This is an optimization exercise on Yosys and OpenROAD, whose aim is small area, not a production implementation. Only simulation tests tie the RTL to the original design; equivalence was not proved. No driver is modelled on the clock port, so clocking that relies on it looks cheaper here than on a real chip. Power and IR drop assume default switching activity.

## uart_box
module uart_box
(
input  wire        CLK,
input  wire        RST,
input  wire        I_STB,
input  wire [7:0]  I_DATA,
output wire        I_ACK,
output wire        O_TxD,
input  wire        I_RxD,
output wire        O_STB,
output wire [7:0]  O_DATA,
input  wire        O_ACK,
input  wire [15:0] CFG_CLK_DIV
);
clock: 10.0 ns
lec_check: 0
cap_margin: 20
core_margin: 2
core_utilization: 50
slew_margin: 20
synth_hierarchical: 1
run.sh (not shown) runs the stock make flow with config.mk's settings and CLKGATE_MAP_FILE= SYNTH_SCRIPT=/design/flow/synth_recipe.tcl, a recipe that flattens the netlist after the stock synthesis.
Then changed:
Settings changed: CTS_BUF_LIST set to sky130_fd_sc_hd__clkbuf_8, CTS_CLUSTER_DIAMETER set to 120, CTS_CLUSTER_SIZE set to 16.
Register-to-register slack is better by 80 ps.
Power shrinks by about a fifth.
Fmax is about the same.
Via count shrinks by a few percent.
Non-clock buffer count is unchanged.
Design area shrinks by a few percent.
Sequential power is about the same.
Sequential cell count does not change.
Global-route usage shrinks by 0.33 points.
Critical path depth stays the same.

========
## run 1
uart_box, a different RTL version from the one above (not shown whole).
Size: ~40 I/O pins, roughly 20000 µm² of cells after synthesis.
## uart_box
module uart_box
(
input  wire        CLK,
input  wire        RST,
input  wire        I_STB,
input  wire [7:0]  I_DATA,
output wire        I_ACK,
output wire        O_TxD,
input  wire        I_RxD,
output wire        O_STB,
output wire [7:0]  O_DATA,
input  wire        O_ACK,
input  wire [15:0] CFG_CLK_DIV
);
Settings: LEC_CHECK=0, CAP_MARGIN=20, CORE_MARGIN=2, CORE_UTILIZATION=50, CTS_BUF_LIST=sky130_fd_sc_hd__clkbuf_8, CTS_CLUSTER_DIAMETER=120, CTS_CLUSTER_SIZE=16, SLEW_MARGIN=20, SYNTH_HIERARCHICAL=1; clock period 10.0 ns.
standard.sh (not shown) runs the stock make flow with config.mk's settings and CLKGATE_MAP_FILE= SYNTH_SCRIPT=/design/flow/synth_recipe.tcl, a recipe that flattens the netlist after the stock synthesis.
==> flow/flow/run.sh <==
#!/bin/bash
# Layout flow: the standard ORFS flow (standard.sh, unchanged synthesis) with two settings
# changed through ORFS's own variables:
#  - clock tree: clkbuf_8 buffers, clusters of at most 16 sinks, no dummy loads
#  - port buffers: sky130_fd_sc_hd__buf_1 on every input and output port
# Each tool's full output stays in orfs/logs/ (ORFS's per-step logs) and in flow_make.log here.
set -euo pipefail
export CTS_ARGS="-sink_clustering_enable -repair_clock_nets -dont_use_dummy_load -buf_list sky130_fd_sc_hd__clkbuf_8 -sink_clustering_size 16 -sink_clustering_max_diameter 120"
export BUFFER_PORTS_ARGS="-buffer_cell sky130_fd_sc_hd__buf_1"
bash standard.sh > flow_make.log 2>&1
Input changes introduced in run 2 (baseline for comparison: run 1):
Settings: CORE_UTILIZATION now 70, was 50.
==> flow/flow/run.sh <==
#!/bin/bash
# Layout flow: the standard ORFS flow (standard.sh, unchanged synthesis) with two settings
# changed through ORFS's own variables:
#  - clock tree: clkbuf_8 buffers, clusters of at most 18 sinks, no dummy loads
#  - port buffers: sky130_fd_sc_hd__buf_1 on every input and output port
# Each tool's full output stays in orfs/logs/ (ORFS's per-step logs) and in flow_make.log here.
set -euo pipefail
export CTS_ARGS="-sink_clustering_enable -repair_clock_nets -dont_use_dummy_load -buf_list sky130_fd_sc_hd__clkbuf_8 -sink_clustering_size 18 -sink_clustering_max_diameter 120"
export BUFFER_PORTS_ARGS="-buffer_cell sky130_fd_sc_hd__buf_1"
bash standard.sh > flow_make.log 2>&1
--- outcome ---
Diff run 1 -> run 2 | met2 track utilization from global routing | increase of 18 points
Re final cell count: run 2 is 6.4% down on run 1.
Run 2: remaining max-slew budget at the tightest pin is 0.43 points higher than what run 1 reported.
Run 1 has a lower part of the total power dissipated in combinational logic than run 2.
Input-level comparison between run 3 and run 2:
Settings: swapping 20 for 0 in SLEW_MARGIN; swapping 20 for 0 in CAP_MARGIN; swapping 70 for 50 in CORE_UTILIZATION.
==> comparison <==
- Summary — worst-case setup slack after placement, run 3 relative to run 2: higher, by 0.53 ns.
- Taking run 3 over run 2, the die outline area ratio works out to 1.4.
- [compare] base=run 2 new=run 3: global-route usage lower, power density normalized to cell area stayed essentially flat, setup slack rose by 0.58 ns.
--- input diff run 3..run 4 ---
Settings: a change of SLEW_MARGIN from 0 to 20; a change of CAP_MARGIN from 0 to 20.
==> flow/flow/run.sh <==
#!/bin/bash
# Layout flow: the standard ORFS flow (standard.sh, unchanged synthesis) with settings changed
# through ORFS's own variables and step hooks:
#  - clock tree: clkbuf_8 buffers, clusters of at most 16 sinks, no dummy loads
#  - port buffers: sky130_fd_sc_hd__buf_1 on every input and output port
#  - after clock tree: power recovery downsizing (flow/recover.tcl)
# Each tool's full output stays in orfs/logs/ (ORFS's per-step logs) and in flow_make.log here.
set -euo pipefail
F="$(pwd)/flow"
export CTS_ARGS="-sink_clustering_enable -repair_clock_nets -dont_use_dummy_load -buf_list sky130_fd_sc_hd__clkbuf_8 -sink_clustering_size 16 -sink_clustering_max_diameter 120"
export BUFFER_PORTS_ARGS="-buffer_cell sky130_fd_sc_hd__buf_1"
export POST_CTS_TCL="$F/recover.tcl"
bash standard.sh > flow_make.log 2>&1
==> flow/flow/recover.tcl (new file) <==
# POST_CTS hook: downsize cells on paths with slack to spare, then legalize again.
repair_timing -recover_power 100
detailed_placement
check_placement -verbose
==> notes.md <==
The power of run 4 was inferior to that of run 3. Run 4 went all the way through synthesis, placement and routing and the layout is clean on timing, DRC and antenna. The final reports for run 4 and run 3 show fraction of power consumed by the clock network higher in the former. Compared with run 3, in run 4 global-route wire length before repair roughly the same, sequential power barely changed, final non-filler cell area went up, growth of design area from synthesis to finish picked up an extra 0.50 points. Run 3 → run 4: setup slack shrank by 0.52 ns; power density of the placed cells grew by 0.91 nW/µm².

re-timing with driven ports:
No port has a modelled driver above. Below, the same layouts with a new extraction and two added sets of constraints.
Step 1, drivers: a clkbuf_16 drives CLK and a buf_2 each remaining input, both assumed.
Step 2 times the ports against the registers' clock, not the clock port: input delays grow and output delays shrink by t, the midpoint of the rising clock arrivals with the driver on.
Slacks: ideal ports / drivers / drivers and shift; pairs: ideal ports / drivers.
| run | t (ns) | setup slack, ns | hold slack, ns | latest minus earliest clock arrival (ns) | cell pins on the clock port's net |
|---|---|---|---|---|---|
| the first run of note 1 | 0.655 | 3.606 / 3.583 / 3.583 | 0.359 / 0.359 / 0.359 | 0.023 / 0.023 | 1 |
| the second run of note 1 | 0.671 | 3.617 / 3.594 / 3.594 | 0.350 / 0.350 / 0.350 | 0.051 / 0.051 | 1 |
| run 1 | 0.666 | 4.737 / 4.705 / 4.618 | 0.356 / 0.356 / 0.356 | 0.059 / 0.060 | 1 |
| run 2 | 0.605 | 4.120 / 4.093 / 4.093 | 0.362 / 0.362 / 0.362 | 0.040 / 0.040 | 1 |
| run 3 | 0.664 | 4.695 / 4.665 / 4.568 | 0.360 / 0.360 / 0.360 | 0.039 / 0.040 | 1 |
| run 4 | 0.666 | 4.176 / 4.148 / 4.148 | 0.357 / 0.357 / 0.357 | 0.059 / 0.060 | 1 |
After both steps setup and hold are still met in every run listed. The setup slack of run 3, which loses most, moves by -0.030 ns with the drivers and by -0.127 ns with both steps.
